What follows belongs to an exercise in optimizing a design on an open flow for small area, a short achievable clock period and few clock cycles; a production flow would make more cautious choices.
In this exercise RTL edits were held to simulation tests only and were not proved equivalent to the original.

File: design/flow/config.mk
export PLATFORM = sky130hd
export DESIGN_NAME = mac
export DESIGN_NICKNAME = mac
export VERILOG_FILES = /design/flow/design.v
export SDC_FILE = /design/flow/constraint.sdc
export NUM_CORES = 4
export LEC_CHECK = 0
export CAP_MARGIN = 20
export CORE_MARGIN = 2
export CORE_UTILIZATION = 67
export CTS_CLUSTER_DIAMETER = 80
export CTS_CLUSTER_SIZE = 22
export SETUP_SLACK_MARGIN = 3.2
export SLEW_MARGIN = 20
File: design/flow/constraint.sdc
create_clock -name core_clock -period 6.0 [get_ports {clk_i}]
set_input_delay 1.2000 -clock core_clock [delete_from_list [all_inputs] [get_ports {clk_i}]]
set_output_delay 1.2000 -clock core_clock [all_outputs]
set_load 0.01 [all_outputs]
File: design/flow/design.v
`timescale 1ns / 100ps
module coef_rom (
    input  wire [4:0]  k,
    output reg  [30:0] q
);
    always @(*) begin
        case (k)
            5'd0: q = 31'h3f800000;
            5'd1: q = 31'h3f800000;
            5'd2: q = 31'h3f000000;
            5'd3: q = 31'h3e2aaaab;
            5'd4: q = 31'h3d2aaaab;
            5'd5: q = 31'h3c088889;
            5'd6: q = 31'h3ab60b61;
            5'd7: q = 31'h39500d01;
            5'd8: q = 31'h37d00d01;
            5'd9: q = 31'h3638ef1d;
            5'd10: q = 31'h3493f27d;
            5'd11: q = 31'h32d7322b;
            5'd12: q = 31'h310f76c7;
            5'd13: q = 31'h2f309231;
            5'd14: q = 31'h2d49cba5;
            5'd15: q = 31'h2b573f9f;
            5'd16: q = 31'h29573f9f;
            5'd17: q = 31'h274a963b;
            5'd18: q = 31'h253413c3;
            5'd19: q = 31'h2317a4db;
            5'd20: q = 31'h20f2a15d;
            5'd21: q = 31'h1eb8dc77;
            5'd22: q = 31'h1c8671cb;
            5'd23: q = 31'h1a3b0da1;
            5'd24: q = 31'h17f96781;
            5'd25: q = 31'h159f9e67;
            5'd26: q = 31'h1344742f;
            5'd27: q = 31'h10e8d58f;
            5'd28: q = 31'h0e850c51;
            5'd29: q = 31'h0c12cfcd;
            5'd30: q = 31'h099c9963;
            default: q = 31'h00000000;
        endcase
    end
endmodule
`timescale 1ns / 100ps
module first_rom (
    input  wire [4:0]  k,
    output reg  [31:0] q
);
    always @(*) begin
        case (k)
            5'd0: q = 32'h3f800000;
            5'd1: q = 32'h3f800000;
            5'd2: q = 32'h3f000000;
            5'd3: q = 32'h3e2aaaab;
            5'd4: q = 32'h3d2aaaab;
            5'd5: q = 32'h3c088889;
            5'd6: q = 32'h3ab60b61;
            5'd7: q = 32'h39500d01;
            5'd8: q = 32'h37d00d01;
            5'd9: q = 32'h3638ef1d;
            5'd10: q = 32'h3493f27d;
            5'd11: q = 32'h32d7322b;
            5'd12: q = 32'h310f76c7;
            5'd13: q = 32'h2f309231;
            5'd14: q = 32'h2d49cba5;
            5'd15: q = 32'h2b573f9f;
            5'd16: q = 32'h29573f9f;
            5'd17: q = 32'h274a963b;
            5'd18: q = 32'h253413c3;
            5'd19: q = 32'h2317a4db;
            5'd20: q = 32'h20f2a15d;
            5'd21: q = 32'h1eb8dc77;
            5'd22: q = 32'h1c8671cb;
            5'd23: q = 32'h1a3b0da1;
            5'd24: q = 32'h17f96781;
            5'd25: q = 32'h159f9e67;
            5'd26: q = 32'h1344742f;
            5'd27: q = 32'h10e8d58f;
            5'd28: q = 32'h0e850c51;
            5'd29: q = 32'h0c12cfcd;
            5'd30: q = 32'h099c9973;
            default: q = 32'h00000000;
        endcase
    end
endmodule
`timescale 1ns / 100ps
module mac #(
    parameter int DATA_WIDTH    = 32,
    parameter int ADDR_LINES    = 5
) (
    input  logic                        clk_i,
    input  logic                        rstn_i,
    input  logic [DATA_WIDTH-1:0]       signal_i,
    input  logic                        wr_en_i,
    input  logic                        last_i,
    input  logic [ADDR_LINES-1:0]       terms_i,
    output logic                        full_o,
    output logic                        empty_o,
    output logic                        idle_o,
    output logic [DATA_WIDTH-1:0]       result_o,
    output logic                        done_o
);
    localparam int D  = 8;               
    localparam int SW = 3;               
    logic [1023:0] st;       
    logic [5:0]    count;
    logic          run;      
    logic          zrun;     
    logic [2:0]    g;        
    wire           busy = run | zrun;
    wire           wr   = wr_en_i & ~busy & ~count[5];
    always_ff @(posedge clk_i)
        for (int b = 0; b < 4; b++)
            if ((wr && count[4:3] == 2'(b)) || (run && (g == 3'(b) || (pr != 3'd0 && nl[4:3] == 2'(b))))) begin
                st[b*256 +: 224]     <= st[b*256+32 +: 224];
                st[b*256+224 +: 32]  <= run ? st[b*256 +: 32] : signal_i;
            end
    assign idle_o  = ~wr_en_i;
    logic [4:0]    nl;       
    wire  [4:0]    tq = terms_i;
    logic [SW-1:0] s;        
    logic [4:0]    it;       
    logic [SW-1:0] s0;       
    logic [SW-1:0] pr;       
    wire           lastg = (g == {1'b0, nl[4:3]});
    wire  [31:0]   a0r;      
    first_rom u_first (.k(terms_i), .q(a0r));
    wire           fin_done;   
    wire           start = ~busy & last_i;
    wire  [4:0]    ncount = count[4:0] + {4'd0, wr} - 5'd1;
    always_ff @(posedge clk_i or negedge rstn_i) begin
        if (!rstn_i) begin
            count   <= 6'd0;
            full_o  <= 1'b0;
            empty_o <= 1'b1;
            run     <= 1'b0;
            zrun    <= 1'b0;
        end else begin
            if (wr) begin
                count   <= count + 6'd1;
                full_o  <= (count == 6'd31);
                empty_o <= 1'b0;
            end
            if (start) begin
                run  <= (terms_i != 5'd0);
                zrun <= (terms_i == 5'd0);
            end else if (fin_done) begin
                run     <= 1'b0;
                zrun    <= 1'b0;
                count   <= 6'd0;
                full_o  <= 1'b0;
                empty_o <= 1'b1;
            end
        end
    end
    always_ff @(posedge clk_i) begin
        if (start) begin
            nl <= ncount;
            s  <= '0;
            it <= 5'd1;
            g  <= 3'd0;
            s0 <= (ncount[4:3] != 2'd0) ? ~ncount[2:0] : 3'd0;
            pr <= (ncount[4:3] != 2'd0) ? ~ncount[2:0] : 3'd0;
        end else if (zrun) begin
            {g[1:0], s} <= {g[1:0], s} + 5'd1;
        end else if (run) begin
            if (pr != 3'd0) pr <= pr - 3'd1;
            if (s == (lastg ? s0 - SW'(1) : SW'(D-1))) begin
                if (it == tq) begin
                    it <= 5'd1;
                    g  <= g + 3'd1;
                    s  <= (g + 3'd1 == {1'b0, nl[4:3]}) ? s0 : s + SW'(1);
                end else begin
                    it <= it + 5'd1;
                    s  <= s + SW'(1);
                end
            end else begin
                s <= s + SW'(1);
            end
        end
    end
    wire          vq = run && ((g < {1'b0, nl[4:3]}) || (lastg && s >= ~nl[2:0]));
    wire          fq = (it == tq);
    wire          lq = fq && lastg && (s == SW'(D-1));
    wire  [4:0]   kq = tq - it;
    logic [D-1:0] vp;
    logic [D-1:0] fp, lp;
    logic [4:0]   kp [0:D-1];
    always_ff @(posedge clk_i or negedge rstn_i)
        if (!rstn_i) vp <= '0;
        else         vp <= {vp[D-2:0], vq};
    always_ff @(posedge clk_i) begin
        fp    <= {fp[D-2:0], fq};
        lp    <= {lp[D-2:0], lq};
        kp[0] <= kq;
        for (int i = 1; i < D; i++) kp[i] <= kp[i-1];
    end
    logic [31:0] acc_new;            
    logic [31:0] a_r;                
    logic        xs_r, xz_r;
    logic [7:0]  xe_r;               
    logic [11:0] one_r, two_r, neg_r;
    wire  [31:0] xrd = st[g[1:0]*256 +: 32];
    wire  [24:0] xb  = {1'b1, xrd[22:0], 1'b0};
    logic [11:0] b_one, b_two, b_neg;
    always_comb
        for (int i = 0; i < 12; i++) begin
            b_one[i] = xb[2*i+1] ^ xb[2*i];
            b_two[i] = (xb[2*i+2] & ~xb[2*i+1] & ~xb[2*i]) | (~xb[2*i+2] & xb[2*i+1] & xb[2*i]);
            b_neg[i] = xb[2*i+2] & ~(xb[2*i+1] & xb[2*i]);
        end
    always_ff @(posedge clk_i) begin
        a_r   <= (it == 5'd1) ? a0r : acc_new;
        xs_r  <= xrd[31];
        xz_r  <= (xrd[30:0] == 31'd0);
        xe_r  <= xrd[30:23] - 8'd127;
        one_r <= b_one;
        two_r <= b_two;
        neg_r <= b_neg;
    end
    function automatic [95:0] csa(input [47:0] x, input [47:0] y, input [47:0] z);
        csa = {x ^ y ^ z, ((x & y) | (x & z) | (y & z)) << 1};
    endfunction
    wire [23:0] am = {1'b1, a_r[22:0]};
    logic [47:0] row [0:12];
    always_comb begin
        logic [24:0] v [0:11];
        for (int i = 0; i < 12; i++)
            v[i] = (one_r[i] ? {1'b0, am} : two_r[i] ? {am, 1'b0} : 25'd0) ^ {25{neg_r[i]}};
        row[0] = {20'd0, ~neg_r[0], neg_r[0], neg_r[0], v[0]};
        for (int i = 1; i < 11; i++)
            row[i] = ({21'd0, 1'b1, ~neg_r[i], v[i]} << (2*i)) | ({47'd0, neg_r[i-1]} << (2*i-2));
        row[11] = {~neg_r[11], v[11], 22'd0} | ({47'd0, neg_r[10]} << 20);
        row[12] = {am, 24'd0} | ({47'd0, neg_r[11]} << 22);
    end
    logic [47:0] t1 [0:8];
    logic [47:0] t2 [0:5];
    always_comb begin
        {t1[0], t1[1]} = csa(row[0], row[1], row[2]);
        {t1[2], t1[3]} = csa(row[3], row[4], row[5]);
        {t1[4], t1[5]} = csa(row[6], row[7], row[8]);
        {t1[6], t1[7]} = csa(row[9], row[10], row[11]);
        t1[8] = row[12];
        {t2[0], t2[1]} = csa(t1[0], t1[1], t1[2]);
        {t2[2], t2[3]} = csa(t1[3], t1[4], t1[5]);
        {t2[4], t2[5]} = csa(t1[6], t1[7], t1[8]);
    end
    logic [47:0] r1 [0:5];
    logic        z1, sg1;
    logic [7:0]  pe1;
    always_ff @(posedge clk_i) begin
        for (int i = 0; i < 6; i++) r1[i] <= t2[i];
        z1  <= xz_r | (a_r[30:0] == 31'd0);
        sg1 <= xs_r ^ a_r[31];
        pe1 <= xe_r + a_r[30:23];
    end
    logic [47:0] t3 [0:3];
    logic [47:0] t4 [0:2];
    logic [47:0] t5 [0:1];
    always_comb begin
        {t3[0], t3[1]} = csa(r1[0], r1[1], r1[2]);
        {t3[2], t3[3]} = csa(r1[3], r1[4], r1[5]);
        {t4[0], t4[1]} = csa(t3[0], t3[1], t3[2]);
        t4[2] = t3[3];
        {t5[0], t5[1]} = csa(t4[0], t4[1], t4[2]);
    end
    wire  [30:0] c_tab;
    coef_rom u_coef (.k(kp[2]), .q(c_tab));
    wire [22:0] lgn = t5[0][22:0] & t5[1][22:0];
    wire [22:0] lpr = t5[0][22:0] | t5[1][22:0];
    logic [5:0] bg, bp;
    always_comb
        for (int b = 0; b < 6; b++) begin
            bg[b] = 1'b0;
            bp[b] = 1'b1;
            for (int i = 0; i < 4; i++)
                if (4*b + i < 23) begin
                    bg[b] = lgn[4*b+i] | (lpr[4*b+i] & bg[b]);
                    bp[b] = bp[b] & lpr[4*b+i];
                end
        end
    wire  [24:0] hs = t5[0][47:23];
    wire  [24:0] hc = t5[1][47:23];
    wire  [24:0] hp = hs ^ hc;
    wire  [24:0] hg = hs & hc;
    logic [6:0]  hbg, hbp;
    always_comb
        for (int b = 0; b < 7; b++) begin
            hbg[b] = 1'b0;
            hbp[b] = 1'b1;
            for (int i = 0; i < 4; i++)
                if (4*b + i < 25) begin
                    hbg[b] = hg[4*b+i] | (hp[4*b+i] & hbg[b]);
                    hbp[b] = hbp[b] & hp[4*b+i];
                end
        end
    logic [24:0] hp2, hg2;
    logic [6:0]  hbg2, hbp2;
    logic [5:0]  bg2, bp2;
    logic        z2, sg2;
    logic [7:0]  pe2;
    always_ff @(posedge clk_i) begin
        hp2  <= z1 ? 25'd0 : hp;             
        hg2  <= z1 ? 25'd0 : hg;
        hbg2 <= z1 ? 7'd0  : hbg;
        hbp2 <= hbp;
        bg2 <= z1 ? 6'd0  : bg;
        bp2 <= bp;
        z2  <= z1;
        sg2 <= sg1;
        pe2 <= pe1;
    end
    logic        c23;
    logic [6:0]  hbc;
    logic [24:0] hcy, phs;
    always_comb begin
        c23 = 1'b0;
        for (int b = 0; b < 6; b++) c23 = bg2[b] | (bp2[b] & c23);
        hbc[0] = c23;
        for (int b = 1; b < 7; b++) hbc[b] = hbg2[b-1] | (hbp2[b-1] & hbc[b-1]);
        for (int j = 0; j < 25; j++)
            hcy[j] = (j % 4 == 0) ? hbc[j/4] : (hg2[j-1] | (hp2[j-1] & hcy[j-1]));
        phs = hp2 ^ hcy;
    end
    wire [7:0]  pez  = z2 ? 8'd0 : pe2;              
    wire [7:0]  pez1 = pez + 8'd1;                   
    wire [7:0]  ce2  = c_tab[30:23];
    wire [8:0]  d0   = {1'b0, ce2} - {1'b0, pez};    
    wire [7:0]  n0   = pez - ce2;                    
    wire [8:0]  d1   = (pez == 8'hff) ? {1'b0, ce2} : ({1'b0, ce2} + {1'b1, ~pez});
    wire [7:0]  n1   = pez - ce2 + 8'd1;
    logic [24:0] ph3;                                
    logic [22:0] cm3;
    logic [7:0]  ce3, pez3, dif03, dif13;
    logic        bs3, comp03, comp13, eq03, eq13;
    always_ff @(posedge clk_i) begin
        ph3    <= phs;
        bs3    <= ~z2 & sg2;
        cm3    <= c_tab[22:0];
        ce3    <= ce2;
        pez3   <= pez;
        comp03 <= ~d0[8] & (d0[7:0] != 8'd0);        
        comp13 <= ~d1[8] & (d1[7:0] != 8'd0);
        eq03   <= (d0 == 9'd0);
        eq13   <= (d1 == 9'd0);
        dif03  <= d0[8] ? n0 : d0[7:0];              
        dif13  <= d1[8] ? n1 : d1[7:0];
    end
    wire        p47  = ph3[24];
    wire [22:0] bm   = p47 ? ph3[23:1] : ph3[22:0];
    wire [7:0]  be   = pez3 + {7'd0, p47};
    wire        comp = p47 ? comp13 : comp03;
    wire        eq   = p47 ? eq13 : eq03;
    wire [7:0]  dif  = p47 ? dif13 : dif03;
    wire [23:0] shin = {1'b1, comp ? bm : cm3};
    wire [23:0] shd  = (dif >= 8'd24) ? 24'd0 : (shin >> dif[4:0]);
    logic [23:0] big4;
    logic [24:0] sh4;            
    logic [7:0]  bex4;
    logic        sub4, sgn4, eqs4;
    always_ff @(posedge clk_i) begin
        big4 <= {1'b1, comp ? cm3 : bm};
        sh4  <= {1'b0, shd} ^ {25{bs3}};
        bex4 <= comp ? ce3 : be;
        sub4 <= bs3;
        sgn4 <= comp ? 1'b0 : bs3;
        eqs4 <= eq & bs3;
    end
    wire  [25:0] suma = {1'b0, big4, 1'b1} + {sh4, sub4};
    wire  [24:0] sumb = {~sh4[23:0], 1'b1} + {~big4, 1'b1};
    logic [24:0] suma5;
    logic [23:0] sumb5;
    logic [7:0]  bex5;
    logic        sgn5, eqs5;
    always_ff @(posedge clk_i) begin
        suma5 <= suma[25:1];
        sumb5 <= sumb[24:1];
        bex5  <= bex4;
        sgn5  <= sgn4;
        eqs5  <= eqs4;
    end
    wire        cbig  = eqs5 & suma5[24];       
    wire [24:0] sum5  = cbig ? {1'b0, sumb5} : suma5;
    logic [4:0] lz;
    always_comb begin
        lz = 5'd24;
        for (int i = 0; i < 24; i++)
            if (sum5[i]) lz = 5'(23 - i);
    end
    logic [24:0] sum6;
    logic [4:0]  lz6;
    logic        nz6;
    logic [7:0]  bex6;
    logic        sgn6;
    always_ff @(posedge clk_i) begin
        sum6 <= sum5;
        lz6  <= lz;
        nz6  <= |sum5[22:0];
        bex6 <= bex5;
        sgn6 <= cbig ? 1'b0 : sgn5;
    end
    logic [7:0]  ne;
    logic [22:0] nm;
    always_comb begin
        if (sum6[24]) begin
            nm = sum6[23:1];
            ne = bex6 + 8'd1;
        end else if (nz6) begin
            nm = sum6[22:0] << lz6;
            ne = bex6 - {3'd0, lz6};
        end else begin
            nm = sum6[22:0];
            ne = bex6;
        end
    end
    logic [31:0] acc7;
    always_ff @(posedge clk_i)
        acc7 <= zrun ? a0r : {sgn6, ne, nm};
    assign acc_new = acc7;
    wire zlast = zrun && ({g[1:0], s} == nl);
    assign fin_done = (vp[D-2] & fp[D-2] & lp[D-2]) | zlast;
    assign result_o = acc7;
    always_ff @(posedge clk_i or negedge rstn_i)
        if (!rstn_i) done_o <= 1'b0;
        else         done_o <= (vp[D-2] & fp[D-2]) | zrun;
endmodule
File: design/flow/run.sh
#!/bin/bash
# synth_recipe.tcl (not shown) runs the flow's synth.tcl, then flattens the netlist and writes it again
# the make line also repeats each setting of config.mk as NAME=value (left out here)
make -C /OpenROAD-flow-scripts/flow DESIGN_CONFIG=/design/flow/config.mk WORK_HOME=/design/flow/orfs CLKGATE_MAP_FILE= SYNTH_SCRIPT=/design/flow/synth_recipe.tcl finish
==> run summary, run 1 <==
Synth async-reset ratio 1.035%; required time of the critical path 6570 ps; die area 117000 µm²; Post-Syn Nets 6696; ratio of cells with drive above 1 in the final layout 9.880%; Final Instance Area 83090 µm²; Die H 342.1 µm; Synth Area in Compound Gates 7.918%; Final Non-Filler Cells 7680; XOR/XNOR share of the synthesized area 5.077%; critical-path cell list fa_1 > inv_2 > fa_1 > fa_1 > inv_2 > ha_4 > a21o_1 > a21o_1 > a21oi_2 > nor2_1; gpl congestion 0.9250; max-slew violations 0; vias in the first global route 45340; final setup fails 0; mux contribution to synthesized area 4.482%; Synth Flop Type edfxtp_1; initial antenna violation count 6; Cell Count Post-Placement 7467; routed len/inst 24.05 µm; synth top area cells edfxtp_1 41%, dfxtp_1 18%, fa_1 7.0%; core area 113900 µm²; gr ovfl total 0; TritonCTS buffer count 96; nets 6662; simple-gate area share of the yosys netlist 8.393%; post-route minimum period 2912 ps; area delta synth->final 8.485%; maxcap violations 0; DPL Wire Length 119800 µm; largest family of logic cells by synthesized area adder cells; count leader, synth edfxtp_1; Initial Util 67.26%; largest area contributor in the netlist edfxtp_1; DRT iter0 DRCs 5190; Post-DP Area 78750 µm²; root buffer cell clkbuf_16; delay-heaviest family, CP adder cells; Synth Cell Area 76590 µm²; Reg clk slew, reported paths 90 ps; gr usage total 31.24%; worst clock skew 50.23 ps; H-tree depth 3; Fillers 7403; Clock Tree Buf Depth 3; Port Buf Inserts 76; Die X 342.1 µm; register area share after synthesis 59.10%; Worst Path Buf+Inv 2; proportion of netlist area held by the largest area contributor 40.58%; Ports 77; worst slack at placement 1607 ps; final WL 184700 µm; Startpoint Class register; #FFs+latches synth 1739; worst slew pin tran 967.0 ps; RSZ-0062 raised after global routing yes; crit end category register; CP dominant cell by count fa_1; adder-cell share of the synthesized area 11.10%; critical path's largest stage delay 570 ps; synth cell count leaders 1035 x edfxtp_1, 825 x nand2_1, 686 x dfxtp_1; FP Rows 124; Setup Crit Path Kind reg2reg; DRC viols 0; Syn Area/Cell 12.48 µm²; Register Area 45400 µm²; Multi-input gate area 29170 µm²; TritonCTS clock tree built; post-synthesis cell type count 98; Clock Latency Late Sink 740 ps; DR pass1 iterations 5; first-pass GRT wire length 276700 µm; setup ws final 3088 ps; crit share post-route 48.54%; Avg Vias per Cell 6.070; FMAX 343.4 MHz; Slew HR 35.46%; HP Class reg2reg; # clock sinks 1739; Synth warnings 21; largest net degree at the start of global routing 120; outcome no timing/DRC/antenna violations; Antenna Nets Post-Route 0; worst-path fanout max 3; synthesized instance count 6139; Final Hold Vio Count 0; via count 46617; WP data arrival 3480 ps; Layout Utilization 72.97%; Post-synth EDFFs 1035; Crit-path slowest cell fa_1
logic make-up (layout without fill, tap and decap cells):
family / count (synthesis) / in the layout
compound gates: 962 / 964
other cells: 0 / 4
xor+xnor: 444 / 444
flops: 1739 / 1739
mux: 234 / 234
simple gates: 1463 / 1465
buf+inv: 777 / 798
fa+ha+maj: 520 / 520
layout by cell type (no fill, tap or decap), types with 115 or more instances in the layout:
cell         n
o21ai_0    297
fa_1       264
ha_1       213
buf_4      115
nor2_1     236
xnor2_1    353
a21oi_1    209
dfxtp_1    623
edfxtp_1  1035
inv_1      397
a22oi_1    135
nand2_1    823
state kept, by name, indices dropped and copies added (netlist names), 25 cells and up:
register	count
acc7	32
sh4	25
st	1024
sum6	25
hp2	25
r1	186
suma5	25
ph3	25
a_r	32
c_tab	30
area by class of cell:
cell class	count	share of cell area, %
inverter	427	1.971
sequential	1739	54.64
multi-input combinational	3627	35.11
clock inverter	24	0.4276
timing repair buffer	214	2.504
clock buffer	133	3.058
tap	1512	2.277
antenna	4	0.01205
through the flow:
stage	hold WS [ps]	setup TNS (ps)
after detailed placement	312.1	0
final	316.9	0
after global routing	320.5	0
after floorplan	309.6	-1001250
after CTS	320.8	0
after global placement	310.8	0
worst reg2reg max path, delay by kind of cell, from the launching register on:
kind | cells | cell delay (ps)
fa+ha+maj | 4 | 1860
compound gates | 3 | 420
flops | 1 | 330
buf+inv | 2 | 110
simple gates | 1 | 60
worst paths after layout:
kind                                        start                  to  slack (ps)  depth (start not counted)
worst max-delay path            r1[2][28]$_DFF_P_  hbg2[1]$_SDFF_PP0_        3090                         10
worst min-delay path            c_tab[22]$_DFF_P_     cm3[22]$_DFF_P_         320                          0
worst max register to register  r1[2][28]$_DFF_P_  hbg2[1]$_SDFF_PP0_        3090                         10
worst min register to register  c_tab[22]$_DFF_P_     cm3[22]$_DFF_P_         320                          0
max in group asynchronous                  rstn_i     run$_DFFE_PN0P_        4400                          1
min in group asynchronous                  rstn_i  count[4]$_DFF_PN0_         970                          1
per-layer routing:
layer  share of wire, %  vias to the layer above  wire (µm)  GRT usage (%)
li1                   -                    21100          -              -
met1                 42                    23090      77770          45.04
met2                 47                     2116      87330          49.99
met3                7.8                      309      14490          4.466
met4                2.8                        2       5133          9.174
met5             0.0070                        -         13              0
what timing repair did:
action / CTS / global route
buffers inserted: 25 / 18
pin swaps: 29 / 58
gates resized for setup: 182 / 117
setup endpoints to repair: 1342 / 372
hold buffers: 0 / 0
cloned: 6 / 3
Testbench counts, summed over its fixed seeds: cycles 14,498.
==> run 2, diff against run 1 <==
--- a/design/flow/config.mk
+++ b/design/flow/config.mk
@@ -8,7 +8,7 @@
 export CAP_MARGIN = 20
 export CORE_MARGIN = 2
 export CORE_UTILIZATION = 67
-export CTS_CLUSTER_DIAMETER = 80
+export CTS_CLUSTER_DIAMETER = 100
 export CTS_CLUSTER_SIZE = 22
 export SETUP_SLACK_MARGIN = 3.2
 export SLEW_MARGIN = 20
==> run summary, run 2 <==
post-synthesis cell type count 98; worst clock skew 44.46 ps; largest net degree at the start of global routing 120; critical path depth in cells 10; worst slack at placement 1607 ps; Antenna Nets Post-Route 0; synth top area cells edfxtp_1 41%, dfxtp_1 18%, fa_1 7.0%; ratio of cells with drive above 1 in the final layout 9.372%; required time of the critical path 6570 ps; core area 113900 µm²; vias in the first global route 44963; Fillers 7513; WP data arrival 3420 ps; count leader, synth edfxtp_1; HP Class reg2reg; final setup fails 0; Final Hold Slack 325.8 ps; outcome no timing/DRC/antenna violations; nets 6650; Initial Util 67.26%; crit share post-route 47.57%; Layout Utilization 72.61%; delay-heaviest family, CP adder cells; Synth Cell Area 76590 µm²; Post-synth EDFFs 1035; Final Instance Area 82690 µm²; synth cell count leaders 1035 x edfxtp_1, 825 x nand2_1, 686 x dfxtp_1; max-slew violations 0; Final Hold Vio Count 0; Worst Path Buf+Inv 2; Reg clk slew, reported paths 90 ps; gr usage total 30.86%; synthesized instance count 6139; Syn Area/Cell 12.48 µm²; #FFs+latches synth 1739; DPL Wire Length 119800 µm; die area 117000 µm²; gr ovfl total 0; max reg flops 1024; Post-DP Area 78750 µm²; post-route minimum period 2854 ps; root buffer cell clkbuf_16; largest register by flop count st; most common cell after layout, fill and taps aside edfxtp_1; critical path's largest stage delay 550 ps; DRT iter0 DRCs 5176; worst slew pin tran 965.7 ps; H-tree depth 3; Synth async-reset ratio 1.035%; DRC viols 0; routed len/inst 23.73 µm; Clock Latency Late Sink 720 ps; critical-path cell list fa_1 > inv_1 > fa_1 > fa_1 > inv_2 > ha_4 > a21o_1 > a21o_1 > a21oi_1 > nor2_1; r2r worst-path depth 10; Register Area 45400 µm²; # clock sinks 1739; DR pass1 iterations 8; Ports 77; Post-Syn Nets 6696; Die X 342.1 µm; Clock Tree Buf Depth 3; Setup Crit Path Kind reg2reg; maxcap violations 0; TritonCTS buffer count 91; Synth warnings 21; setup ws final 3146 ps; area delta synth->final 7.959%; FP Rows 124; Cell Count Post-Placement 7467; gpl congestion 0.9250; Crit-path slowest cell fa_1; FMAX 350.4 MHz; register area share after synthesis 59.10%; CP dominant cell by count fa_1; via count 46359; Startpoint Class register; largest area contributor in the netlist edfxtp_1; commonest cells after routing, fill and taps aside 1035 x edfxtp_1, 823 x nand2_1, 628 x dfxtp_1, 400 x inv_1, 352 x xnor2_1; TritonCTS clock tree built; biggest regs st: 1024 flops, r1: 186 flops; worst-path fanout max 3; Hold Crit Depth 0; proportion of netlist area held by the largest area contributor 40.58%; RSZ-0062 raised after global routing yes; Avg Vias per Cell 6.053; Slew HR 35.54%; crit end category register; initial antenna violation count 8; Multi-input gate area 29100 µm²; Final Non-Filler Cells 7659; Hold-fix buffers, CTS 0; Port Buf Inserts 76; final WL 181800 µm; first-pass GRT wire length 273400 µm; Synth Flop Type edfxtp_1; Die H 342.1 µm
==> run 2: cell counts after synthesis <==
No cell type changed its count.
==> run 2: per-layer routing <==
layer  part of all wire, %  vias up  GRT usage [%]
met5                0.0072        -              0
li1                      -    21053              -
met2                    47     2024          49.24
met4                   2.8        2          8.818
met1                    42    22979          44.85
met3                   7.6      301          4.228
==> run 2: kinds of logic (layout without fill, tap and decap cells) <==
family | Yosys count | after routing | synth area share, %
multiplexers | 234 | 234 | 4.482
flip-flops | 1739 | 1739 | 59.10
buffers and inverters | 777 | 780 | 3.934
other | 0 | 1 | 0
AND/OR/NAND/NOR | 1463 | 1465 | 8.393
adder cells (fa/ha/maj) | 520 | 520 | 11.10
AO/OA/AOI/OAI | 962 | 964 | 7.918
XOR/XNOR | 444 | 444 | 5.077
==> run 2: path summary, 6_finish.rpt <==
path | slack [ps] | endpoint | startpoint
worst max-delay path | 3150 | hbg2[1]$_SDFF_PP0_ | r1[3][28]$_DFF_P_
worst min register to register | 330 | lp[2]$_DFF_P_ | lp[1]$_DFF_P_
max in group asynchronous | 4400 | run$_DFFE_PN0P_ | rstn_i
worst min-delay path | 330 | lp[2]$_DFF_P_ | lp[1]$_DFF_P_
min in group asynchronous | 970 | count[4]$_DFF_PN0_ | rstn_i
worst max register to register | 3150 | hbg2[1]$_SDFF_PP0_ | r1[3][28]$_DFF_P_
==> run 2: layout make-up <==
cell class              instances  share of cell area [%]
repair buffers                207                   2.394
multi-input cells            3627                   35.19
diodes                          1                0.003026
inverters                     427                   1.978
flip-flops and latches       1739                   54.90
clock buffers                 132                   2.964
clock inverters                14                  0.2799
well taps                    1512                   2.288
==> run 2: worst register-to-register path, stage by stage (launching register included) <==
cell and delay (ps):
dfxtp_1 330, fa_1 530, inv_1 60, fa_1 550, fa_1 430, inv_2 90
ha_4 200, a21o_1 150, a21o_1 170, a21oi_1 130, nor2_1 70
==> run 2: what timing repair did <==
| action | 4_1_cts | 5_1_grt |
|---|---|---|
| resized for setup | 183 | 93 |
| endpoints found under the hold margin | 0 | 0 |
| pin swaps | 29 | 45 |
| cloned | 4 | 3 |
| setup endpoints to repair | 1343 | 362 |
| setup buffers | 21 | 17 |
==> run 2: per-stage QoR <==
stage          TNS (ps)
2_1_floorplan  -1001250
3_3_place_gp          0
3_5_place_dp          0
4_1_cts               0
5_1_grt               0
6_report              0
==> run 3, diff against run 2 <==
--- a/design/flow/design.v
+++ b/design/flow/design.v
@@ -100,33 +100,42 @@
     output logic                        done_o
 );
     localparam int D  = 8;               
-    localparam int SW = 3;               
     logic [1023:0] st;       
     logic [5:0]    count;
     logic          run;      
     logic          zrun;     
     logic [2:0]    g;        
+    logic [3:0]    s;        
+    logic [4:0]    nl;       
+    logic [1:0]    gz;       
+    logic          ext;      
+    logic [2:0]    s0;       
+    logic [2:0]    pr;       
     wire           busy = run | zrun;
     wire           wr   = wr_en_i & ~busy & ~count[5];
+    wire           lastg = (g == {1'b0, gz});
+    wire  [3:0]    rx   = {1'b0, nl[2:0]} + 4'd1;   
+    logic [3:0]    rot;      
+    always_comb
+        for (int b = 0; b < 4; b++)
+            rot[b] = run && ((g == 3'(b) && !s[3])
+                          || (ext && lastg && g + 3'd1 == 3'(b) && (s[3] || s < 4'd8 - rx))
+                          || (pr != 3'd0 && nl[4:3] == 2'(b)));
     always_ff @(posedge clk_i)
         for (int b = 0; b < 4; b++)
-            if ((wr && count[4:3] == 2'(b)) || (run && (g == 3'(b) || (pr != 3'd0 && nl[4:3] == 2'(b))))) begin
+            if ((wr && count[4:3] == 2'(b)) || rot[b]) begin
                 st[b*256 +: 224]     <= st[b*256+32 +: 224];
                 st[b*256+224 +: 32]  <= run ? st[b*256 +: 32] : signal_i;
             end
     assign idle_o  = ~wr_en_i;
-    logic [4:0]    nl;       
     wire  [4:0]    tq = terms_i;
-    logic [SW-1:0] s;        
     logic [4:0]    it;       
-    logic [SW-1:0] s0;       
-    logic [SW-1:0] pr;       
-    wire           lastg = (g == {1'b0, nl[4:3]});
     wire  [31:0]   a0r;      
     first_rom u_first (.k(terms_i), .q(a0r));
     wire           fin_done;   
     wire           start = ~busy & last_i;
     wire  [4:0]    ncount = count[4:0] + {4'd0, wr} - 5'd1;
+    wire           next_ext = (ncount[4:3] != 2'd0) && (ncount[2:0] < 3'd4);
     always_ff @(posedge clk_i or negedge rstn_i) begin
         if (!rstn_i) begin
             count   <= 6'd0;
@@ -152,35 +161,38 @@
             end
         end
     end
+    wire  [3:0]    swrap = !lastg ? 4'd7 : ext ? 4'd7 + rx : {1'b0, s0 - 3'd1};
     always_ff @(posedge clk_i) begin
         if (start) begin
-            nl <= ncount;
-            s  <= '0;
-            it <= 5'd1;
-            g  <= 3'd0;
-            s0 <= (ncount[4:3] != 2'd0) ? ~ncount[2:0] : 3'd0;
-            pr <= (ncount[4:3] != 2'd0) ? ~ncount[2:0] : 3'd0;
+            nl  <= ncount;
+            gz  <= next_ext ? ncount[4:3] - 2'd1 : ncount[4:3];
+            ext <= next_ext;
+            s   <= 4'd0;
+            it  <= 5'd1;
+            g   <= 3'd0;
+            s0  <= (ncount[4:3] != 2'd0 && !next_ext) ? ~ncount[2:0] : 3'd0;
+            pr  <= (ncount[4:3] != 2'd0 && !next_ext) ? ~ncount[2:0] : 3'd0;
         end else if (zrun) begin
-            {g[1:0], s} <= {g[1:0], s} + 5'd1;
+            {g[1:0], s[2:0]} <= {g[1:0], s[2:0]} + 5'd1;
         end else if (run) begin
             if (pr != 3'd0) pr <= pr - 3'd1;
-            if (s == (lastg ? s0 - SW'(1) : SW'(D-1))) begin
+            if (s == swrap) begin
                 if (it == tq) begin
                     it <= 5'd1;
                     g  <= g + 3'd1;
-                    s  <= (g + 3'd1 == {1'b0, nl[4:3]}) ? s0 : s + SW'(1);
+                    s  <= (g + 3'd1 == {1'b0, gz} && !ext) ? {1'b0, s0} : 4'd0;
                 end else begin
                     it <= it + 5'd1;
-                    s  <= s + SW'(1);
+                    s  <= (lastg && !ext) ? {1'b0, s0} : 4'd0;
                 end
             end else begin
-                s <= s + SW'(1);
+                s <= (s == 4'd7 && !(lastg && ext)) ? 4'd0 : s + 4'd1;
             end
         end
     end
-    wire          vq = run && ((g < {1'b0, nl[4:3]}) || (lastg && s >= ~nl[2:0]));
+    wire          vq = run && ((g < {1'b0, gz}) || (lastg && (ext || s >= {1'b0, ~nl[2:0]})));
     wire          fq = (it == tq);
-    wire          lq = fq && lastg && (s == SW'(D-1));
+    wire          lq = fq && lastg && (s == (ext ? 4'd7 + rx : 4'd7));
     wire  [4:0]   kq = tq - it;
     logic [D-1:0] vp;
     logic [D-1:0] fp, lp;
@@ -195,11 +207,17 @@
         for (int i = 1; i < D; i++) kp[i] <= kp[i-1];
     end
     logic [31:0] acc_new;            
+    logic [31:0] dl [0:3];
+    always_ff @(posedge clk_i) begin
+        dl[0] <= acc_new;
+        for (int i = 1; i < 4; i++) dl[i] <= dl[i-1];
+    end
     logic [31:0] a_r;                
     logic        xs_r, xz_r;
     logic [7:0]  xe_r;               
     logic [11:0] one_r, two_r, neg_r;
-    wire  [31:0] xrd = st[g[1:0]*256 +: 32];
+    wire  [1:0]  xbank = g[1:0] + {1'b0, s[3]};
+    wire  [31:0] xrd = st[xbank*256 +: 32];
     wire  [24:0] xb  = {1'b1, xrd[22:0], 1'b0};
     logic [11:0] b_one, b_two, b_neg;
     always_comb
@@ -209,7 +227,7 @@
             b_neg[i] = xb[2*i+2] & ~(xb[2*i+1] & xb[2*i]);
         end
     always_ff @(posedge clk_i) begin
-        a_r   <= (it == 5'd1) ? a0r : acc_new;
+        a_r   <= (it == 5'd1) ? a0r : (ext && lastg) ? dl[nl[1:0]] : acc_new;
         xs_r  <= xrd[31];
         xz_r  <= (xrd[30:0] == 31'd0);
         xe_r  <= xrd[30:23] - 8'd127;
@@ -416,7 +434,7 @@
     always_ff @(posedge clk_i)
         acc7 <= zrun ? a0r : {sgn6, ne, nm};
     assign acc_new = acc7;
-    wire zlast = zrun && ({g[1:0], s} == nl);
+    wire zlast = zrun && ({g[1:0], s[2:0]} == nl);
     assign fin_done = (vp[D-2] & fp[D-2] & lp[D-2]) | zlast;
     assign result_o = acc7;
     always_ff @(posedge clk_i or negedge rstn_i)
==> design/flow/config.mk (replaced) <==
export PLATFORM = sky130hd
export DESIGN_NAME = mac
export DESIGN_NICKNAME = mac
export VERILOG_FILES = /design/flow/design.v
export SDC_FILE = /design/flow/constraint.sdc
export NUM_CORES = 4
export LEC_CHECK = 0
export CAP_MARGIN = 20
export CORE_MARGIN = 2
export CORE_UTILIZATION = 60
export SETUP_SLACK_MARGIN = 3.1
export SLEW_MARGIN = 20
==> run summary, run 3 <==
RSZ-0062 raised after global routing yes; post-route minimum period 3583 ps; ratio of cells with drive above 1 in the final layout 12.82%; via count 52547; Hold-fix buffers, CTS 0; area delta synth->final 16.66%; synth top area cells edfxtp_1 39%, dfxtp_1 20%, fa_1 6.6%; setup ws final 2417 ps; Avg Vias per Cell 5.999; die area 137500 µm²; WP data arrival 4160 ps; Final Hold Slack 296.0 ps; required time of the critical path 6580 ps; TritonCTS buffer count 183; setup slack, reg-to-reg 2420 ps; final setup fails 0; register area share after synthesis 59.36%; maxcap violations 0; largest area contributor in the netlist edfxtp_1; DRT iter0 DRCs 5565; Die X 370.9 µm; post-synthesis cell type count 87; TritonCTS clock tree built; worst-path fanout max 8; Final Non-Filler Cells 8760; H-tree depth 4; Port Buf Inserts 76; Synth Cell Area 80760 µm²; FMAX 279.1 MHz; Post-Syn Nets 7226; Hold Crit Depth 0; crit share post-route 59.72%; Synth warnings 23; biggest regs st: 1024 flops, r1: 186 flops, dl: 128 flops; Layout Utilization 70.59%; Die H 370.9 µm; worst clock skew 66.20 ps; count leader, synth edfxtp_1; Synth async-reset ratio 0.9621%; Syn Area/Cell 12.13 µm²; Antenna Nets Post-Route 0; Clock Tree Buf Depth 3; crit end category register; initial antenna violation count 3; Clock Latency Late Sink 830 ps; commonest cells after routing, fill and taps aside 1038 x edfxtp_1, 866 x nand2_1, 769 x dfxtp_1, 409 x inv_1, 353 x xnor2_1; Synth Flop Type edfxtp_1; FP Rows 134; nets 7408; Total Neg Setup Slack 0 ps; gr usage total 30.35%; DPL Wire Length 133100 µm; # clock sinks 1871; first-pass GRT wire length 313100 µm; Setup Crit Path Kind reg2reg; outcome no timing/DRC/antenna violations; Min-Delay Endpoint cm3[15]$_DFF_P_; Final Instance Area 94210 µm²; Reg clk slew, reported paths 60 ps; DR pass1 iterations 6; Final Hold Vio Count 0; Ports 77; Startpoint Class register; Post-synth EDFFs 1038; routed len/inst 25.63 µm; gpl congestion 0.9147; r2r worst-path depth 15; worst slack at placement 1465 ps; root buffer cell clkbuf_16; max reg flops 1024; vias in the first global route 50598; hold wc startpoint c_tab[15]$_DFF_P_; #FFs+latches synth 1871; synth cell count leaders 1038 x edfxtp_1, 870 x nand2_1, 815 x dfxtp_1; max-slew violations 0; worst r2r src nl[0]$_DFFE_PP_; reg2reg end st[149]$_DFFE_PP_; worst slew pin tran 1160 ps; Slew HR 22.64%; largest register by flop count st; core area 133500 µm²; synthesized instance count 6660; gr ovfl total 0; DRC viols 0; Initial Util 60.51%; HP Class reg2reg; largest net degree at the start of global routing 70; proportion of netlist area held by the largest area contributor 38.60%; Cell Count Post-Placement 8206; Post-DP Area 83220 µm²; final WL 224600 µm; most common cell after layout, fill and taps aside edfxtp_1
## run 3: cell types whose count changed after synthesis, sizes merged, moves of 25 or more
cell,change
a21oi,+96
clkbuf,+38
nor3,+25
a211oi,+33
a222oi,+34
dfxtp,+129
nand2,+45
nor2,+84
## run 3: worst max-delay path by stage
| stage | start | to | slack (ps) | depth (start not counted) |
|---|---|---|---|---|
| 3_3_place_gp | nl[0]$_DFFE_PP_ | st[1003]$_DFFE_PP_ | 1490 | 11 |
| 6_report | nl[0]$_DFFE_PP_ | st[149]$_DFFE_PP_ | 2420 | 15 |
| 4_1_cts | nl[1]$_DFFE_PP_ | st[331]$_DFFE_PP_ | 2550 | 13 |
| 5_1_grt | nl[0]$_DFFE_PP_ | st[149]$_DFFE_PP_ | 2340 | 15 |
| 2_1_floorplan | wr_en_i | st[0]$_DFFE_PP_ | -1890 | 4 |
| 3_5_place_dp | nl[0]$_DFFE_PP_ | st[939]$_DFFE_PP_ | 1470 | 11 |
## run 3: repair_timing
item | in CTS | in global routing
resized for setup | 263 | 187
setup buffers | 59 | 47
pin swaps | 40 | 40
setup endpoints to repair | 1328 | 1168
cloned | 55 | 58
## run 3: layout make-up
class / count / area [µm²]
sequential: 1871 / 48010
antenna: 1 / 2.502
inverter: 431 / 1635
tap: 1768 / 2212
fill: 9081 / 39250
clock inverter: 80 / 890.9
timing repair buffer: 381 / 5757
clock buffer: 254 / 5097
multi-input combinational: 3974 / 30600
## run 3: logic make-up (layout without fill, tap and decap cells)
| group | Yosys count | count (layout) | share of synthesized area (%) |
|---|---|---|---|
| flops | 1871 | 1871 | 59.36 |
| buf+inv | 825 | 1146 | 3.912 |
| mux | 194 | 194 | 3.379 |
| other cells | 1 | 2 | 0.004644 |
| xor+xnor | 454 | 454 | 4.933 |
| compound gates | 1144 | 1152 | 8.882 |
| simple gates | 1641 | 1643 | 8.851 |
| fa+ha+maj | 530 | 530 | 10.68 |
## run 3: critical path, cell delays in order, from the launching register on
cell and delay (ps):
edfxtp_1 440, buf_6 160, inv_8 60, ha_4 220, or2_4 270, a21oi_4 120, o21ai_2 90, ha_1 300
a21oi_2 60, o2111a_2 290, buf_4 150, a221oi_4 330, o32ai_4 240, buf_4 290, buf_6 160, clkbuf_16 170
## run 3: layer usage
layer | global-route usage (%) | vias up | routed length [µm]
li1 | - | 23529 | -
met1 | 42.49 | 26147 | 91850
met2 | 47.73 | 2430 | 105900
met3 | 6.074 | 441 | 18380
met4 | 10.20 | 0 | 8436
met5 | 0 | - | 0
Testbench counts of run 3, summed over its fixed seeds: cycles 13,488.
==> run 4, diff against run 3 <==
--- a/design/flow/design.v
+++ b/design/flow/design.v
@@ -111,6 +111,8 @@
     logic          ext;      
     logic [2:0]    s0;       
     logic [2:0]    pr;       
+    logic [3:0]    rl;       
+    logic [3:0]    lb;       
     wire           busy = run | zrun;
     wire           wr   = wr_en_i & ~busy & ~count[5];
     wire           lastg = (g == {1'b0, gz});
@@ -119,8 +121,8 @@
     always_comb
         for (int b = 0; b < 4; b++)
             rot[b] = run && ((g == 3'(b) && !s[3])
-                          || (ext && lastg && g + 3'd1 == 3'(b) && (s[3] || s < 4'd8 - rx))
-                          || (pr != 3'd0 && nl[4:3] == 2'(b)));
+                          || (ext && lastg && lb[b] && (s[3] || s < rl))
+                          || (pr != 3'd0 && lb[b]));
     always_ff @(posedge clk_i)
         for (int b = 0; b < 4; b++)
             if ((wr && count[4:3] == 2'(b)) || rot[b]) begin
@@ -172,6 +174,8 @@
             g   <= 3'd0;
             s0  <= (ncount[4:3] != 2'd0 && !next_ext) ? ~ncount[2:0] : 3'd0;
             pr  <= (ncount[4:3] != 2'd0 && !next_ext) ? ~ncount[2:0] : 3'd0;
+            rl  <= 4'd7 - {1'b0, ncount[2:0]};
+            lb  <= 4'b0001 << ncount[4:3];
         end else if (zrun) begin
             {g[1:0], s[2:0]} <= {g[1:0], s[2:0]} + 5'd1;
         end else if (run) begin
==> run summary, run 4 <==
outcome no timing/DRC/antenna violations; via count 50335; worst slew pin tran 1155 ps; synth top area cells edfxtp_1 39%, dfxtp_1 20%, fa_1 6.6%; initial antenna violation count 3; Synth Cell Area 81150 µm²; Antenna Nets Post-Route 0; setup ws final 3005 ps; maxcap violations 0; Final Hold Slack 266.9 ps; commonest cells after routing, fill and taps aside 1045 x edfxtp_1, 832 x nand2_1, 770 x dfxtp_1, 416 x inv_1, 340 x xnor2_1; FP Rows 134; worst slack at placement 1577 ps; gr ovfl total 0; Die H 371.8 µm; critical path's largest stage delay 790 ps; WP data arrival 3690 ps; met2 Use GR 45.61%; most common cell after layout, fill and taps aside edfxtp_1; #FFs+latches synth 1878; ratio of cells with drive above 1 in the final layout 11.50%; HP Class reg2reg; largest net degree at the start of global routing 79; Die X 371.8 µm; Post-synth EDFFs 1045; # diodes 0; Startpoint Class register; crit end category register; Initial Util 60.65%; Synth async-reset ratio 0.9585%; DR pass1 iterations 5; final WL 206700 µm; worst clock skew 62.48 ps; Final Instance Area 91530 µm²; routed len/inst 24.25 µm; post-route minimum period 2995 ps; Reg clk slew, reported paths 70 ps; synth cell count leaders 1045 x edfxtp_1, 833 x nand2_1, 815 x dfxtp_1; root buffer cell clkbuf_16; Avg Vias per Cell 5.904; max reg flops 1024; DPL Wire Length 132500 µm; DRT iter0 DRCs 4886; Multi-input gate area 30550 µm²; gr usage total 29.67%; Synth warnings 23; die area 138200 µm²; Layout Utilization 68.41%; Setup Crit Path Kind reg2reg; DRC viols 0; Clock Tree Buf Depth 3; area delta synth->final 12.79%; delay-heaviest family, CP adder cells; FMAX 333.9 MHz; largest register by flop count st; Port Buf Inserts 76; Register Area 48220 µm²; H-tree depth 4; critical-path cell list nor2b_2 > a22oi_1 > xnor2_1 > fa_1 > fa_1; RSZ-0062 raised after global routing yes; # clock sinks 1878; CP dominant cell by count fa_1; first-pass GRT wire length 307200 µm; Final Hold Vio Count 0; final setup fails 0; Syn Area/Cell 12.38 µm²; vias in the first global route 49481; max-slew violations 0; Clock Latency Late Sink 840 ps; Worst Path Buf+Inv 0; met3 Track Usage GR 5.639%; TritonCTS buffer count 182; largest area contributor in the netlist edfxtp_1; met1 global-route usage 43.08%; Slew HR 22.90%; Hold-fix buffers, CTS 0; required time of the critical path 6700 ps; nets 7155; crit share post-route 49.92%; count leader, synth edfxtp_1; Post-DP Area 83600 µm²; Post-Syn Nets 7106; register area share after synthesis 59.33%; GRT Max-Usage Layer met2; post-synthesis cell type count 84; biggest regs st: 1024 flops, r1: 186 flops, dl: 128 flops; Ports 77; synthesized instance count 6555; Fillers 9556; Synth Flop Type edfxtp_1; proportion of netlist area held by the largest area contributor 38.67%; core area 133800 µm²; Crit-path slowest cell nor2b_2; worst-path fanout max 10; TritonCTS clock tree built; gpl congestion 0.9450
[run 4: cell types whose count changed in the layout (fill, tap and decap cells not counted), moves of 17 or more]
cell	change
nor2_1	-82
buf_16	-44
a21oi_1	-42
mux4_2	+39
a222oi_1	-34
nand2_1	-34
buf_12	-30
clkbuf_16	-28
and3_1	+24
buf_8	-22
buf_6	-18
clkbuf_1	-17
[run 4: logic make-up (layout without fill, tap and decap cells)]
logic type | count (synthesis) | count (layout) | synth area share, %
simple gates | 1530 | 1531 | 8.335
mux | 254 | 254 | 4.715
fa+ha+maj | 514 | 514 | 10.38
other cells | 1 | 1 | 0.004621
buf+inv | 826 | 1024 | 3.879
xor+xnor | 444 | 444 | 4.801
compound gates | 1108 | 1112 | 8.552
flops | 1878 | 1878 | 59.33
[run 4: routing by layer]
layer | wire, µm | part of all wire, %
met5 | 38 | 0.018
met4 | 6099 | 3.0
met3 | 15520 | 7.5
met2 | 94240 | 46
met1 | 90850 | 44
[run 4: worst register-to-register path: stages (launching register included)]
cell	delay (ps)
dfxtp_1	630
nor2b_2	800
a22oi_1	190
xnor2_1	250
fa_1	480
fa_1	510
[run 4: worst paths after layout]
path	from	endpoint	slack (ps)	cells past startpoint
max	two_r[4]$_DFF_P_	r1[0][28]$_DFF_P_	3000	5
min	c_tab[6]$_DFF_P_	cm3[6]$_DFF_P_	270	0
max reg2reg	two_r[4]$_DFF_P_	r1[0][28]$_DFF_P_	3000	5
min reg2reg	c_tab[6]$_DFF_P_	cm3[6]$_DFF_P_	270	0
max in group asynchronous	rstn_i	run$_DFFE_PN0P_	4460	1
min in group asynchronous	rstn_i	count[1]$_DFF_PN0_	880	1
[run 4: final cells by class]
cell class                 instances  share of cell area [%]
clock buffer                     225                   5.294
timing repair buffer             250                   3.020
multi-input combinational       3856                   33.38
clock inverter                   113                   1.402
sequential                      1878                   52.68
timing repair inverter             1                0.005468
inverter                         435                   1.808
tap                             1768                   2.417
[run 4: per-stage QoR]
stage / TNS, ps / std cells
4_1_cts: 0 / 8492
5_1_grt: 0 / 8526
3_5_place_dp: 0 / 8107
6_report: 0 / 8526
2_1_floorplan: -964870 / 6555
3_3_place_gp: 0 / 8106
[run 4: what timing repair did]
action,4_1_cts,5_1_grt
setup buffers,35,21
endpoints found under the setup margin,1303,764
pin swaps,23,25
resized for setup,170,87
gates cloned,12,13
Testbench counts of run 4, summed over its fixed seeds: cycles 13,488.
==> run 5, diff against run 4 <==
--- a/design/flow/config.mk
+++ b/design/flow/config.mk
@@ -7,6 +7,8 @@
 export LEC_CHECK = 0
 export CAP_MARGIN = 20
 export CORE_MARGIN = 2
-export CORE_UTILIZATION = 60
+export CORE_UTILIZATION = 65
+export CTS_CLUSTER_DIAMETER = 100
+export CTS_CLUSTER_SIZE = 24
 export SETUP_SLACK_MARGIN = 3.1
 export SLEW_MARGIN = 20
==> run summary, run 5 <==
outcome no timing/DRC/antenna violations; Slew HR 16.83%; gpl congestion 0.9309; final setup fails 0; core area 123800 µm²; Synth Cell Area 81150 µm²; worst-path fanout max 2; Ports 77; worst slew pin tran 1246 ps; TritonCTS clock tree built; gr ovfl total 0; synthesized instance count 6555; synth cell count leaders 1045 x edfxtp_1, 833 x nand2_1, 815 x dfxtp_1; required time of the critical path 6670 ps; Initial Util 65.55%; Synth Area in Compound Gates 8.552%; Reg clk slew, reported paths 90 ps; post-route minimum period 2970 ps; H-tree depth 3; mux contribution to synthesized area 4.715%; simple-gate area share of the yosys netlist 8.335%; nets 7076; DRT iter0 DRCs 5482; most common cell after layout, fill and taps aside edfxtp_1; Clock Tree Buf Depth 3; proportion of netlist area held by the largest area contributor 38.67%; TritonCTS buffer count 91; largest net degree at the start of global routing 77; Post-Syn Nets 7106; largest register by flop count st; Register Area 48230 µm²; #FFs+latches synth 1878; Syn Area/Cell 12.38 µm²; Post-DP Area 83480 µm²; die area 127700 µm²; FP Rows 129; Final Hold Vio Count 0; first-pass GRT wire length 297900 µm; max-slew violations 0; vias in the first global route 48179; DPL Wire Length 130300 µm; Die H 357.3 µm; Startpoint Class register; ratio of cells with drive above 1 in the final layout 9.431%; FMAX 336.8 MHz; setup slack, reg-to-reg 3030 ps; Layout Utilization 71.22%; root buffer cell clkbuf_16; Synth warnings 23; setup ws final 3031 ps; crit end category register; area delta synth->final 8.654%; Synth Flop Type edfxtp_1; register area share after synthesis 59.33%; Total Neg Setup Slack 0 ps; Die X 357.3 µm; synth top area cells edfxtp_1 39%, dfxtp_1 20%, fa_1 6.6%; XOR/XNOR share of the synthesized area 4.801%; Multi-input gate area 30660 µm²; WP data arrival 3640 ps; Antenna Nets Post-Route 0; # clock sinks 1878; count leader, synth edfxtp_1; HP Class reg2reg; routed len/inst 24.23 µm; post-synthesis cell type count 84; largest area contributor in the netlist edfxtp_1; adder-cell share of the synthesized area 10.38%; Post-synth EDFFs 1045; Port Buf Inserts 76; Synth async-reset ratio 0.9585%; via count 50009; max reg flops 1024; final WL 199000 µm; Setup Crit Path Kind reg2reg; largest family of logic cells by synthesized area adder cells; RSZ-0062 raised after global routing yes; Final Instance Area 88170 µm²; commonest cells after routing, fill and taps aside 1045 x edfxtp_1, 830 x nand2_1, 775 x dfxtp_1, 413 x inv_1, 339 x xnor2_1; crit share post-route 49.49%; gr usage total 31.05%; worst slack at placement 1839 ps; Avg Vias per Cell 6.090; Clock Latency Late Sink 760 ps; initial antenna violation count 3; biggest regs st: 1024 flops, r1: 186 flops, dl: 128 flops; worst clock skew 27.10 ps; maxcap violations 0; DRC viols 0; Fillers 8429; DR pass1 iterations 7
## run 5: timing repair
| action | CTS | global route |
|---|---|---|
| hold buffers | 0 | 0 |
| resized for setup | 164 | 97 |
| pin swaps | 29 | 27 |
| buffers inserted | 30 | 39 |
| endpoints found under the setup margin | 1285 | 1079 |
| cloned | 20 | 2 |
## run 5: cell families (layout without fill, tap and decap cells)
kind of cell	Yosys count	count (layout)
and+or+nand+nor	1530	1531
adders and majority gates	514	514
muxes	254	254
buffers and inverters	826	840
xor gates and xnor gates	444	444
DFF	1878	1878
AOI/OAI and AO/OA	1108	1112
other	1	2
## run 5: per-stage QoR
step	instances	hold slack, ps
3_3_place_gp	7977	311.7
5_1_grt	8211	330.4
4_1_cts	8170	331.3
2_1_floorplan	6555	309.6
3_5_place_dp	7978	312.1
6_report	8212	327.5
## run 5: per-layer routing
metal	track usage (%)	vias up	routed length, µm	part of all wire [%]
met2	47.30	2229	89640	45
met4	10.53	2	7362	3.7
met1	46.01	24757	86010	43
met3	4.857	356	15950	8.0
met5	0	-	19	0.0095
li1	-	22665	-	-
## run 5: final cells by class
cell class | instances | share of cell area [%]
inverter | 435 | 1.884
sequential | 1878 | 54.69
multi-input combinational | 3856 | 34.78
tap | 1637 | 2.323
clock inverter | 15 | 0.3150
timing repair buffer | 263 | 3.257
antenna | 1 | 0.002838
clock buffer | 127 | 2.747
## run 5: final timing paths
kind,start,to,cells past startpoint
setup / recovery,bp2[2]$_DFF_P_,ph3[23]$_DFF_P_,15
hold / removal,c_tab[19]$_DFF_P_,cm3[19]$_DFF_P_,0
setup reg to reg,bp2[2]$_DFF_P_,ph3[23]$_DFF_P_,15
hold reg to reg,c_tab[19]$_DFF_P_,cm3[19]$_DFF_P_,0
max in group asynchronous,rstn_i,run$_DFFE_PN0P_,1
min in group asynchronous,rstn_i,count[3]$_DFF_PN0_,1
## run 5: worst max-delay path, stage by stage, from the launching register on
cell       delay, ps
dfxtp_2          320
a21o_1           170
a21o_4           220
a2111oi_4        270
buf_4            180
buf_6            100
o311ai_4         100
buf_6            160
a21o_1           180
ha_2             170
or2_4            240
ha_4             160
or2_4            230
ha_4             160
nor2_4           100
xnor2_2          120

[re-timing with driven ports]
In the flow no input, the clock included, has a driving cell. The finished layouts below were timed again as built, in two steps.
Step 1: set_driving_cell puts a clkbuf_16 on clk_i and a buf_2 on each other input, an assumption about the parent block.
Step 2 adds t to the input delays and takes it off the output delays; t is the mean of the earliest and latest rising clock arrival at the registers after step 1. Input paths then give back, and output paths get back, about the clock's delay inside the block.
Slacks: ideal ports / drivers / drivers and shift; pairs: ideal ports / drivers.
| run | shift t [ns] | slack for setup (ns) | worst setup path at the end | clock arrival spread, ns |
|---|---|---|---|---|
| run 1 | 0.784 | 3.088 / 3.088 / 2.473 | input to register | 0.051 / 0.051 |
| run 2 | 0.775 | 3.146 / 3.146 / 2.458 | input to register | 0.047 / 0.048 |
| run 3 | 0.893 | 2.417 / 2.417 / 2.339 | input to register | 0.094 / 0.095 |
| run 4 | 0.889 | 3.005 / 3.005 / 2.348 | input to register | 0.063 / 0.063 |
| run 5 | 0.816 | 3.030 / 3.030 / 2.415 | input to register | 0.033 / 0.033 |
After both steps setup and hold are still met in every run listed. The setup slack of run 2, which loses most, moves by 0.000 ns with the drivers and by -0.688 ns with both steps.
